Background: an optimization exercise with open tools, aiming at small area, a short achievable clock period and few clock cycles. Do not read the settings as production practice.
RTL that was checked went through simulation tests only; none was proved equivalent to the original.

==> flow/design.v <==
module accumulator (
    input wire clk,            
    input wire rst,            
    input wire ld_ac,          
    input wire [7:0] data_in,  
    output reg [7:0] acc_out   
);
    always @(posedge clk or posedge rst) begin
        if (rst)
            acc_out <= 8'h00;
        else if (ld_ac)
            acc_out <= data_in;
    end
endmodule
module address_mux (
    input wire dbg,
    input wire [4:0] pc,
    input wire [4:0] dbg_addr,
    output wire [4:0] faddr
);
    assign faddr = dbg ? dbg_addr : pc;
endmodule
module alu (
    input wire [7:0] in_a,        
    input wire [7:0] in_b,        
    input wire [1:0] opcode,      
    output reg [7:0] alu_out
);
    always @(*) begin
        case (opcode)
            2'd2: alu_out = in_a + in_b;    
            2'd3: alu_out = in_a & in_b;    
            2'd0: alu_out = in_a ^ in_b;    
            default: alu_out = in_b;        
        endcase
    end
endmodule
module controller (
    input wire clk,
    input wire rst,
    input wire [2:0] opcode,       
    input wire [4:0] operand,
    input wire [7:0] acc,
    input wire [4:0] pc,
    input wire [4:0] sto_addr,     
    output reg [1:0] eop,          
    output reg halt,               
    output wire load0,             
    output wire ld_ac,             
    output wire wr,                
    output wire is_jmp,            
    output wire dbg_sel,           
    output wire fwd_r,             
    output wire fwd_e,             
    output wire fwd_o,             
    output wire r_sto              
);
    localparam [2:0]
        HLT = 3'd0, SKZ = 3'd1, ADD = 3'd2, AND = 3'd3,
        XOR = 3'd4, LDA = 3'd5, STO = 3'd6, NOP = 3'd7;
    reg run, ld;
    reg e_ld, e_sto, e_skz;
    wire valid = run | ld;
    assign load0 = rst | ~valid;
    assign ld_ac = e_ld;
    assign wr    = e_sto;
    wire   annul = e_skz & (acc == 8'h00);        
    wire   r_ok  = valid & ~annul & ~halt;        
    assign is_jmp  = r_ok & (opcode == NOP);
    assign r_sto   = r_ok & (opcode == STO);
    assign dbg_sel = halt;
    assign fwd_r = r_sto & (pc == operand);
    assign fwd_e = wr & (pc == sto_addr);
    assign fwd_o = wr & (operand == sto_addr);
    always @(posedge clk or posedge rst) begin
        if (rst) begin
            run   <= 1'b0;
            halt  <= 1'b0;
            e_ld  <= 1'b0;
            e_sto <= 1'b0;
            e_skz <= 1'b0;
        end else begin
            run   <= 1'b1;
            if (!halt) begin
                halt  <= r_ok & (opcode == HLT);
                e_ld  <= r_ok & (opcode == ADD || opcode == AND ||
                                 opcode == XOR || opcode == LDA);
                e_sto <= r_ok & (opcode == STO);
                e_skz <= r_ok & (opcode == SKZ);
            end
        end
    end
    always @(posedge clk) begin
        ld   <= load0;
        eop <= opcode[1:0];
    end
endmodule
module instruction_reg (
    input wire clk,
    input wire load0,
    input wire prog_fwd,         
    input wire [7:0] prog_data,
    input wire [7:0] mem0,
    input wire fwd_r,
    input wire [7:0] acc_next,
    input wire fwd_e,
    input wire [7:0] acc,
    input wire [7:0] fdata,
    input wire jmp,              
    input wire r_sto,
    input wire fwd_o,
    input wire [7:0] odata,
    output reg [7:0] ir,
    output reg [7:0] opr
);
    wire s_load = load0;
    wire s_acc  = ~load0 & (jmp ? fwd_o : (fwd_r | fwd_e));
    wire s_odat = ~load0 & jmp & ~fwd_o;
    wire s_fdat = ~load0 & ~jmp & ~fwd_r & ~fwd_e;
    wire [7:0] ldata = prog_fwd ? prog_data : mem0;
    always @(posedge clk)
        ir <= ({8{s_load}} & ldata) | ({8{s_acc}} & acc_next) |
              ({8{s_odat}} & odata) | ({8{s_fdat}} & fdata);
    wire o_acc = ~r_sto & fwd_o;
    wire o_dat = ~r_sto & ~fwd_o;
    always @(posedge clk)
        opr <= ({8{r_sto}} & {3'b000, ir[4:0]}) | ({8{o_acc}} & acc) |
               ({8{o_dat}} & odata);
endmodule
module memory (
    input wire clk,
    input wire wr,
    input wire [4:0] waddr,
    input wire [7:0] wdata,
    input wire prog_we,
    input wire [4:0] prog_addr,
    input wire [7:0] prog_data,
    input wire [4:0] faddr,
    output wire [7:0] fdata,
    input wire [4:0] oaddr,
    output wire [7:0] odata,
    output wire [7:0] mem0
);
    reg [7:0] mem [0:31];
    always @(posedge clk) begin
        if (prog_we)
            mem[prog_addr] <= prog_data;
        else if (wr)
            mem[waddr] <= wdata;
    end
    assign fdata = mem[faddr];
    assign odata = mem[oaddr];
    assign mem0  = mem[0];
endmodule
module program_counter (
    input wire clk,
    input wire load0,           
    input wire jmp,
    input wire [4:0] operand,   
    output reg [4:0] pc         
);
    always @(posedge clk) begin
        if (load0)
            pc <= 5'd1;
        else
            pc <= (jmp ? operand : pc) + 5'd1;
    end
endmodule
module cpu_top (
    input wire clk,           
    input wire rst,           
    input wire prog_we,       
    input wire [4:0] prog_addr,  
    input wire [7:0] prog_data,  
    input wire [4:0] dbg_addr,   
    output wire halt,         
    output wire [7:0] accum,  
    output wire [7:0] dbg_data   
);
    wire [7:0] ir;            
    wire [4:0] pc;            
    wire [7:0] acc, acc_next, opr;
    wire [1:0] eop;           
    wire [2:0] opcode  = ir[7:5];
    wire [4:0] operand = ir[4:0];
    wire load0, ld_ac, wr, is_jmp, dbg_sel;
    wire fwd_r, fwd_e, fwd_o, r_sto;
    wire [4:0] faddr;
    wire [7:0] fdata, odata, mem0, alu_out;
    controller ctrl (
        .clk(clk), .rst(rst), .opcode(opcode), .operand(operand),
        .acc(acc), .pc(pc), .sto_addr(opr[4:0]),
        .eop(eop), .halt(halt), .load0(load0), .ld_ac(ld_ac),
        .wr(wr), .is_jmp(is_jmp), .dbg_sel(dbg_sel),
        .fwd_r(fwd_r), .fwd_e(fwd_e), .fwd_o(fwd_o), .r_sto(r_sto)
    );
    address_mux amux (
        .dbg(dbg_sel), .pc(pc), .dbg_addr(dbg_addr), .faddr(faddr)
    );
    program_counter pcr (
        .clk(clk), .load0(load0), .jmp(is_jmp), .operand(operand),
        .pc(pc)
    );
    memory mem (
        .clk(clk), .wr(wr), .waddr(opr[4:0]), .wdata(acc),
        .prog_we(prog_we), .prog_addr(prog_addr), .prog_data(prog_data),
        .faddr(faddr), .fdata(fdata), .oaddr(operand), .odata(odata),
        .mem0(mem0)
    );
    instruction_reg irr (
        .clk(clk), .load0(load0), .prog_fwd(prog_we && prog_addr == 5'd0),
        .prog_data(prog_data), .mem0(mem0),
        .fwd_r(fwd_r), .acc_next(acc_next), .fwd_e(fwd_e), .acc(acc),
        .fdata(fdata), .jmp(is_jmp), .r_sto(r_sto), .fwd_o(fwd_o), .odata(odata),
        .ir(ir), .opr(opr)
    );
    alu alu_inst (
        .in_a(acc), .in_b(opr), .opcode(eop), .alu_out(alu_out)
    );
    assign acc_next = ld_ac ? alu_out : acc;
    accumulator accr (
        .clk(clk), .rst(rst), .ld_ac(ld_ac), .data_in(alu_out), .acc_out(acc)
    );
    assign accum = acc;
    assign dbg_data = ir;
endmodule
clock: 5.0 ns
lec_check: 0
abc_clock_period_in_ps: 2000
cap_margin: 20
core_margin: 2
core_utilization: 40
cts_cluster_diameter: 100
cts_cluster_size: 24
setup_slack_margin: 2.5
slew_margin: 20
standard.sh (not shown) runs the stock make flow with config.mk's settings and CLKGATE_MAP_FILE= SYNTH_SCRIPT=/design/flow/synth_recipe.tcl, a recipe that flattens the netlist after the stock synthesis.
==> flow/flow/run.sh <==
#!/bin/bash
# Standard layout, with plain buffers (buf_2) instead of delay cells on the ports.
set -euo pipefail
export BUFFER_PORTS_ARGS="-buffer_cell sky130_fd_sc_hd__buf_2"
bash standard.sh > standard.log 2>&1
Testbench counts at the start, summed over its fixed seeds: cycles 33,875.
Next try:
--- a/flow/design.v
+++ b/flow/design.v
@@ -21,56 +21,56 @@
     assign faddr = dbg ? dbg_addr : pc;
 endmodule
 module alu (
     input wire [7:0] in_a,        
     input wire [7:0] in_b,        
-    input wire [1:0] opcode,      
+    input wire [2:0] opcode,
     output reg [7:0] alu_out
 );
     always @(*) begin
         case (opcode)
-            2'd2: alu_out = in_a + in_b;    
-            2'd3: alu_out = in_a & in_b;    
-            2'd0: alu_out = in_a ^ in_b;    
+            3'd2: alu_out = in_a + in_b;    
+            3'd3: alu_out = in_a & in_b;    
+            3'd4: alu_out = in_a ^ in_b;    
             default: alu_out = in_b;        
         endcase
     end
 endmodule
 module controller (
     input wire clk,
     input wire rst,
     input wire [2:0] opcode,       
     input wire [4:0] operand,
+    input wire [7:0] acc_next,
     input wire [7:0] acc,
     input wire [4:0] pc,
     input wire [4:0] sto_addr,     
-    output reg [1:0] eop,          
+    output reg [2:0] eop,          
     output reg halt,               
     output wire load0,             
     output wire ld_ac,             
     output wire wr,                
     output wire is_jmp,            
-    output wire dbg_sel,           
+    output reg dbg_sel,            
     output wire fwd_r,             
     output wire fwd_e,             
     output wire fwd_o,             
     output wire r_sto              
 );
     localparam [2:0]
         HLT = 3'd0, SKZ = 3'd1, ADD = 3'd2, AND = 3'd3,
         XOR = 3'd4, LDA = 3'd5, STO = 3'd6, NOP = 3'd7;
-    reg run, ld;
+    reg run, ld, accz;
     reg e_ld, e_sto, e_skz;
     wire valid = run | ld;
     assign load0 = rst | ~valid;
     assign ld_ac = e_ld;
     assign wr    = e_sto;
-    wire   annul = e_skz & (acc == 8'h00);        
+    wire   annul = e_skz & accz;                  
     wire   r_ok  = valid & ~annul & ~halt;        
     assign is_jmp  = r_ok & (opcode == NOP);
     assign r_sto   = r_ok & (opcode == STO);
-    assign dbg_sel = halt;
     assign fwd_r = r_sto & (pc == operand);
     assign fwd_e = wr & (pc == sto_addr);
     assign fwd_o = wr & (operand == sto_addr);
     always @(posedge clk or posedge rst) begin
         if (rst) begin
@@ -90,11 +90,13 @@
             end
         end
     end
     always @(posedge clk) begin
         ld   <= load0;
-        eop <= opcode[1:0];
+        dbg_sel <= ~load0 & (halt | (r_ok & (opcode == HLT)));
+        accz <= load0 | (acc_next == 8'h00);
+        eop <= opcode;
     end
 endmodule
 module instruction_reg (
     input wire clk,
     input wire load0,
@@ -178,20 +180,20 @@
     output wire [7:0] dbg_data   
 );
     wire [7:0] ir;            
     wire [4:0] pc;            
     wire [7:0] acc, acc_next, opr;
-    wire [1:0] eop;           
+    wire [2:0] eop;           
     wire [2:0] opcode  = ir[7:5];
     wire [4:0] operand = ir[4:0];
     wire load0, ld_ac, wr, is_jmp, dbg_sel;
     wire fwd_r, fwd_e, fwd_o, r_sto;
     wire [4:0] faddr;
     wire [7:0] fdata, odata, mem0, alu_out;
     controller ctrl (
         .clk(clk), .rst(rst), .opcode(opcode), .operand(operand),
-        .acc(acc), .pc(pc), .sto_addr(opr[4:0]),
+        .acc_next(acc_next), .acc(acc), .pc(pc), .sto_addr(opr[4:0]),
         .eop(eop), .halt(halt), .load0(load0), .ld_ac(ld_ac),
         .wr(wr), .is_jmp(is_jmp), .dbg_sel(dbg_sel),
         .fwd_r(fwd_r), .fwd_e(fwd_e), .fwd_o(fwd_o), .r_sto(r_sto)
     );
     address_mux amux (
@@ -220,7 +222,10 @@
     assign acc_next = ld_ac ? alu_out : acc;
     accumulator accr (
         .clk(clk), .rst(rst), .ld_ac(ld_ac), .data_in(alu_out), .acc_out(acc)
     );
     assign accum = acc;
-    assign dbg_data = ir;
-endmodule
+    reg [7:0] dbg_q;
+    always @(posedge clk)
+        dbg_q <= fdata;
+    assign dbg_data = dbg_q;
+endmodule
The changed run ran to the end with no violations.
Critical path depth rose by 1.
Routed wire length rose by roughly a tenth.
Via count rose by roughly a tenth.
Clock skew rose by 7.2 ps.
Design area rose by a few percent.
Setup slack degrades by 88 ps.
Sequential share of layout area fell by 1.7 points.
Fmax fell by a few percent.
No functional check of the RTL was part of the second run of this note.

[what the ideal ports hide]
The flow's constraints put no driver on any port. The routed layouts listed below were extracted and timed again, unchanged, in two steps. Step 1 assumes that a clkbuf_16 drives the clock port and a buf_2 every other input. Step 2 also shifts input and output timing later by t, the mid clock arrival at the registers, as if the neighbouring blocks saw the same clock. a / b / c = ideal / step 1 / step 2; a / b = the first two.
run | t, ns | slack for setup (ns) | hold slack, ns
the first run | 0.560 | 2.433 / 2.457 / 1.897 | 0.445 / 0.445 / 0.445
the second run | 0.562 | 2.346 / 2.346 / 1.783 | 0.442 / 0.442 / 0.442
After both steps setup and hold are still met in every run listed. For the second run, which loses most, drivers alone change the setup slack by 0.000 ns; drivers and shift together by -0.563 ns.
